From an optimization exercise on the open Yosys and OpenROAD flow, aimed at small area; shortcuts taken in it are not production practice.
At most, simulation tests tie the RTL to the original design; equivalence was not proved.
Power figures rest on the tool's default switching activity, not on a simulated workload.

## rev 12
## udma_i2c_control
module udma_i2c_control
(
	input  logic                      clk_i,
	input  logic                      rstn_i,
	input  logic                [3:0] ext_events_i,
	input  logic                [7:0] data_tx_i,
	input  logic                      data_tx_valid_i,
	output logic                      data_tx_ready_o,
	output logic                [7:0] data_rx_o,
	output logic                      data_rx_valid_o,
	input  logic                      data_rx_ready_i,
	input  logic                      sw_rst_i,
	output logic                      busy_o,
	output logic                      al_o,
	output logic                      eot_o,
	output logic                      ack_no,
	output logic                      err_o,
	input  logic                      scl_i,
	output logic                      scl_o,
	output logic                      scl_oe,
	input  logic                      sda_i,
	output logic                      sda_o,
	output logic                      sda_oe,
    input  logic [31:0] udma_cmd_i,
    input  logic udma_cmd_valid_i,
    output logic udma_cmd_ready_o
);
    typedef enum logic [3:0] {
        ST_WAIT_IN_CMD = 4'd0,
        ST_WAIT_EV     = 4'd1,
        ST_DONE_SS     = 4'd2,
        ST_DONE_WAIT   = 4'd3,
        ST_READ        = 4'd4,
        ST_WRITE       = 4'd5,
        ST_WRITE_BYTE  = 4'd6,
        ST_STORE_DATA  = 4'd7,
        ST_SKIP_CMD    = 4'd8,
        ST_GET_DATA    = 4'd9,
        ST_GET_WAIT    = 4'd10,
        ST_GET_RPT     = 4'd11,
        ST_GET_CFG     = 4'd12
    } state_t;
    state_t CS, NS;
    logic [15:0] r_arg;
    logic [15:0] r_rpt_num;
    logic [15:0] r_div_num;
    logic  [7:0] r_data;
    logic        r_busy;
    logic        s_busy;
    logic        s_al;
    logic        s_al_rise;
    logic        s_done;
    logic        s_dout;
    logic        s_din;
    logic  [2:0] s_bus_cmd;
    logic        s_bus_cmd_valid;
    logic  [3:0] s_op;
    logic        s_take;
    logic        s_is_rd;
    logic        s_arg_load;
    logic        s_arg_dec;
    logic        s_arg_bits;
    logic        s_shift;
    logic        s_data_tx;
  ...
Size in the first run: roughly 720 cells after synthesis, ~72 I/O pins.
clock: 5.0 ns
lec_check: 0
cap_margin: 20
core_margin: 2
core_utilization: 40
slew_margin: 20
standard.sh (not shown) runs the stock make flow with config.mk's settings and CLKGATE_MAP_FILE= SYNTH_SCRIPT=/design/flow/synth_recipe.tcl, a recipe that flattens the netlist after the stock synthesis.
==> flow/flow/run.sh <==
#!/bin/bash
# Layout flow: the standard ORFS flow (standard.sh), with
#  - port buffers of the smallest buffer cell instead of clkdlybuf4s50_1,
#  - clock tree synthesis without dummy loads and with small clock buffers.
# Each tool's output goes to the ORFS logs under orfs/logs; make's own output
# goes to flow_make.log in this folder.
set -euo pipefail
export BUFFER_PORTS_ARGS="-buffer_cell sky130_fd_sc_hd__buf_1"
export CTS_ARGS="-sink_clustering_enable -repair_clock_nets -dont_use_dummy_load -buf_list sky130_fd_sc_hd__clkbuf_4 -root_buf sky130_fd_sc_hd__clkbuf_8 -sink_clustering_size 20 -sink_clustering_max_diameter 300"
bash standard.sh > flow_make.log 2>&1
--- input diff rev 12..rev 13 ---
--- a/flow/design.v
+++ b/flow/design.v
@@ -285,15 +285,14 @@
     logic        s_dout;
     logic        s_din;
     logic  [2:0] s_bus_cmd;
     logic        s_bus_cmd_valid;
     logic  [3:0] s_op;
     logic        s_take;
     logic        s_is_rd;
-    logic        s_arg_load;
     logic        s_arg_dec;
     logic        s_arg_bits;
     logic        s_shift;
     logic        s_data_tx;
     logic        s_data_wrb;
     logic        s_rpt_load;
     logic        s_rpt_dec;
@@ -345,30 +344,28 @@
         .sda_oe     ( sda_oe          )
     );
     always_comb
     begin
         NS              = CS;
         s_bus_cmd       = 3'b011;
         s_bus_cmd_valid = 1'b0;
-        s_arg_load      = 1'b0;
         s_arg_dec       = 1'b0;
         s_arg_bits      = 1'b0;
         s_shift         = 1'b0;
         s_data_tx       = 1'b0;
         s_data_wrb      = 1'b0;
         s_rpt_load      = 1'b0;
         s_rpt_dec       = 1'b0;
         s_rpt_clr       = 1'b0;
         s_div_load      = 1'b0;
         case (CS)
             ST_WAIT_IN_CMD:
             begin
                 if (udma_cmd_valid_i)
                 begin
-                    s_arg_load = 1'b1;
                     case (s_op)
                         4'b0000:
                         begin
                             s_bus_cmd       = 3'b001;
                             s_bus_cmd_valid = 1'b1;
                             NS = ST_DONE_SS;
                         end
@@ -526,18 +523,20 @@
             default:
             begin
                 NS = ST_WAIT_IN_CMD;
             end
         endcase
     end
     always_ff @(posedge clk_i)
+        r_arg[15:8] <= udma_cmd_i[15:8];
+    always_ff @(posedge clk_i)
     begin
-        if (s_arg_load)
+        if (CS == ST_WAIT_IN_CMD)
         begin
-            r_arg[15:5] <= udma_cmd_i[15:5];
+            r_arg[7:5]  <= udma_cmd_i[7:5];
             r_arg[4]    <= s_is_rd ? udma_cmd_i[29] : udma_cmd_i[4];
             r_arg[3]    <= s_is_rd | udma_cmd_i[3];
             r_arg[2]    <= ~s_is_rd & udma_cmd_i[2];
             r_arg[1:0]  <= s_is_rd ? 2'b00 :
                            (s_op == 4'b0001) ? udma_cmd_i[25:24] : udma_cmd_i[1:0];
         end
         else if (s_arg_bits)
==> run summary <==
Compared with rev 12, rev 13 shows a higher total global-route track usage.
In rev 13, the total power draw came out 0.075 mW below the value in rev 12.
Highest ir drop seen on vdd | rev 13 below rev 12
Rev 12 ended up with CS[0] as its worst setup path startpoint; rev 13 ended up with r_rpt_num[9].
The final period demand of the worst path in rev 13 was lower than what rev 12 gave.
Buffer and inverter count on the worst path came out lower on rev 13 than on rev 12.
NOTE: global-route wire length before repair in rev 13 exceeds that of rev 12
Only the layout flow was run in rev 12; the RTL was not checked for function there.

==> afterwards: timing with drivers on the ports <==
How much do the figures lean on ideal ports? The routed layouts below were timed once more, with nothing changed but the port constraints. Step 1 sets driving cells, clkbuf_16 on the clock port and buf_2 on the other inputs (assumed; they add their load-dependent delay and slew). Step 2 also shifts input and output timing later by t, the mid clock arrival at the registers, as if the neighbouring blocks saw the same clock. Three values: ideal, step 1, step 2; two values: the first two.
| run | t (ns) | setup slack, ns | worst setup path at the end | worst data-port slew with drivers (ns) |
|---|---|---|---|---|
| rev 12 | 0.436 | 1.368 / 1.332 / 1.530 | register to register | 0.03 |
| rev 13 | 0.446 | 1.466 / 1.466 / 1.466 | register to register | 0.04 |
After both steps setup and hold are still met in every run listed.
